Background: an optimization exercise with open tools, aiming at small area and a short achievable clock period. Do not read the settings as production practice. In this exercise RTL edits were held to simulation tests only and were not proved equivalent to the original. No activity file was given, so power comes from the tool's default toggle rates.

==> inputs of lagoon <==
==> flow/design.v (excerpt) <==
module if_layer
(
    input clk,
    input rst,
    input [7:0] spike_in,
    output [1:0] spike_out,
    input [27:0] mem_addr,
    input [31:0] mem_din,
    input mem_wen,
    output [31:0] mem_dout
);
clock: 12.0 ns
lec_check: 0
cap_margin: 20
core_margin: 2
core_utilization: 55
cts_cluster_diameter: 80
cts_cluster_size: 24
place_density: 0.72
setup_slack_margin: 5
slew_margin: 20
standard.sh (not shown) runs the stock make flow with config.mk's settings and CLKGATE_MAP_FILE= SYNTH_SCRIPT=/design/flow/synth_recipe.tcl, a recipe that flattens the netlist after the stock synthesis.
==> flow/flow/run.sh <==
#!/bin/bash
# Own flow: the standard synthesis and layout (standard.sh), with one
# netlist clean-up in between: flow/polarity.py flips full adders (self-dual)
# and 2-input gates to their complements where that removes inverters. It
# changes no register and no port. Each tool's output goes to a log here.
set -euo pipefail
R=orfs/results/sky130hd/if_layer/base
bash standard.sh synth > synth_standard.log 2>&1
cp $R/1_2_yosys.v 1_2_yosys.standard.v
python3 flow/polarity.py 1_2_yosys.standard.v $R/1_2_yosys.v > polarity.log 2>&1
rm -f $R/1_synth.odb $R/1_synth.sdc
bash standard.sh "BUFFER_PORTS_ARGS=-buffer_cell sky130_fd_sc_hd__buf_2" finish > layout_standard.log 2>&1
Other scripts of this flow, unchanged in this note and not shown: flow/flow/polarity.py
==> inputs of raven, as changes to lagoon <==
--- a/flow/flow/run.sh
+++ b/flow/flow/run.sh
@@ -4,3 +4,4 @@
 # and 2-input gates to their complements where that removes inverters. It
-# changes no register and no port. Each tool's output goes to a log here.
+# changes no register and no port. repair_timing aims 5.3 ns above the
+# (unchanged) 12 ns constraint. Each tool's output goes to a log here.
 set -euo pipefail
@@ -11,2 +12,2 @@
 rm -f $R/1_synth.odb $R/1_synth.sdc
-bash standard.sh "BUFFER_PORTS_ARGS=-buffer_cell sky130_fd_sc_hd__buf_2" finish > layout_standard.log 2>&1
+bash standard.sh SETUP_SLACK_MARGIN=5.3 "BUFFER_PORTS_ARGS=-buffer_cell sky130_fd_sc_hd__buf_2" finish > layout_standard.log 2>&1
- ABC_AREA: default -> 1
- CORE_UTILIZATION: 55 -> 40
- PLACE_DENSITY: 0.72 -> 0.6
- SETUP_SLACK_MARGIN: 5 -> default
==> inputs of onyx, as changes to lagoon <==
- ABC_AREA: default -> 1
==> notes.md <==
Via count, lowest first: lagoon, raven, onyx. Clock power is about the same in onyx and lagoon. Cell count, highest first: raven, onyx, lagoon. In onyx the utilization is lower than in lagoon, by 3.7 points. Power: lagoon is higher than raven (11%). The highest die area belongs to raven, the lowest to lagoon. Of lagoon and raven, raven has the higher wire length (gap about 6%, measured against raven).

========
==> job 545: inputs <==
if_layer again, from the RTL that the note above started with.
Settings: LEC_CHECK=0, ABC_AREA=1, CAP_MARGIN=20, CORE_MARGIN=2, CORE_UTILIZATION=40, CTS_CLUSTER_DIAMETER=80, CTS_CLUSTER_SIZE=24, PLACE_DENSITY=0.6, SLEW_MARGIN=20; clock period 12.0 ns.
==> flow/flow/run.sh <==
#!/bin/bash
# Own flow: the standard synthesis and layout (standard.sh), with one
# netlist clean-up in between: flow/polarity2.py re-chooses the polarity of full adders (self-dual)
# and simple gates (complement or De Morgan dual) to remove inverters. It
# changes no register and no port. repair_timing aims 5.5 ns above the
# (unchanged) 12 ns constraint. Each tool's output goes to a log here.
set -euo pipefail
R=orfs/results/sky130hd/if_layer/base
bash standard.sh synth > synth_standard.log 2>&1
cp $R/1_2_yosys.v 1_2_yosys.standard.v
python3 flow/polarity2.py 1_2_yosys.standard.v $R/1_2_yosys.v > polarity.log 2>&1
rm -f $R/1_synth.odb $R/1_synth.sdc
bash standard.sh SETUP_SLACK_MARGIN=5.5 "BUFFER_PORTS_ARGS=-buffer_cell sky130_fd_sc_hd__buf_2" finish > layout_standard.log 2>&1
Other scripts of this flow, unchanged in this note and not shown: flow/flow/polarity2.py
==> inputs of job 6355, as changes to job 545 <==
==> flow/flow/run.sh (replaced) <==
#!/bin/bash
# Own flow: the standard synthesis and layout (standard.sh), with one
# netlist clean-up in between: flow/polarity2.py re-chooses the polarity of full adders (self-dual)
# and simple gates (complement or De Morgan dual) to remove inverters. It
# changes no register and no port. repair_timing aims 6.0 ns above the
# (unchanged) 12 ns constraint. Each tool's output goes to a log here.
set -euo pipefail
R=orfs/results/sky130hd/if_layer/base
bash standard.sh synth > synth_standard.log 2>&1
cp $R/1_2_yosys.v 1_2_yosys.standard.v
python3 flow/polarity2.py 1_2_yosys.standard.v $R/1_2_yosys.v > polarity.log 2>&1
rm -f $R/1_synth.odb $R/1_synth.sdc
bash standard.sh SETUP_SLACK_MARGIN=6.0 "BUFFER_PORTS_ARGS=-buffer_cell sky130_fd_sc_hd__buf_2" finish > layout_standard.log 2>&1
==> summary of the runs <==
- Between job 545 and job 6355, the lower worst setup slack is in job 545 (gap 170 ps).
- Sequential cell count is the same in job 545 and job 6355.
- Between job 545 and job 6355, the lower combinational power is in job 545 (gap 24%, measured against job 6355).
- Area after synthesis is the same in job 6355 and job 545.
- First-iteration DRC count: job 545 is lower than job 6355 (5.1%).
- Critical path depth is the same in job 6355 and job 545.
- Non-clock buffer count: job 545 is lower than job 6355 (179).

==> port drivers added, routing unchanged <==
In the flow no input, the clock included, has a driving cell. The finished layouts below were timed again as built, in two steps.
Step 1 assumes that a clkbuf_16 drives the clock port and a buf_2 every other input.
Step 2, shift: input delay + t, output delay - t, t = (earliest + latest rising clock arrival at the registers) / 2. This alone moves slack from input paths to output paths.
a / b / c = ideal ports / drivers / drivers and shift; a / b = the first two.
run	shift t [ns]	setup WS [ns]	worst setup path after step 2	latest minus earliest clock arrival (ns)	worst slew at a driven data input, ns
lagoon	0.694	4.990 / 4.766 / 4.072	input to register	0.043 / 0.044	0.35
raven	0.704	5.341 / 5.299 / 4.594	input to register	0.031 / 0.031	0.29
onyx	0.680	5.086 / 5.108 / 4.428	input to register	0.058 / 0.058	0.10
job 545	0.716	5.412 / 5.363 / 4.647	input to register	0.053 / 0.053	0.32
job 6355	0.701	5.578 / 5.427 / 4.726	input to register	0.039 / 0.039	0.34
After both steps setup and hold are still met in every run listed. The setup slack of lagoon, which loses most, moves by -0.224 ns with the drivers and by -0.918 ns with both steps.
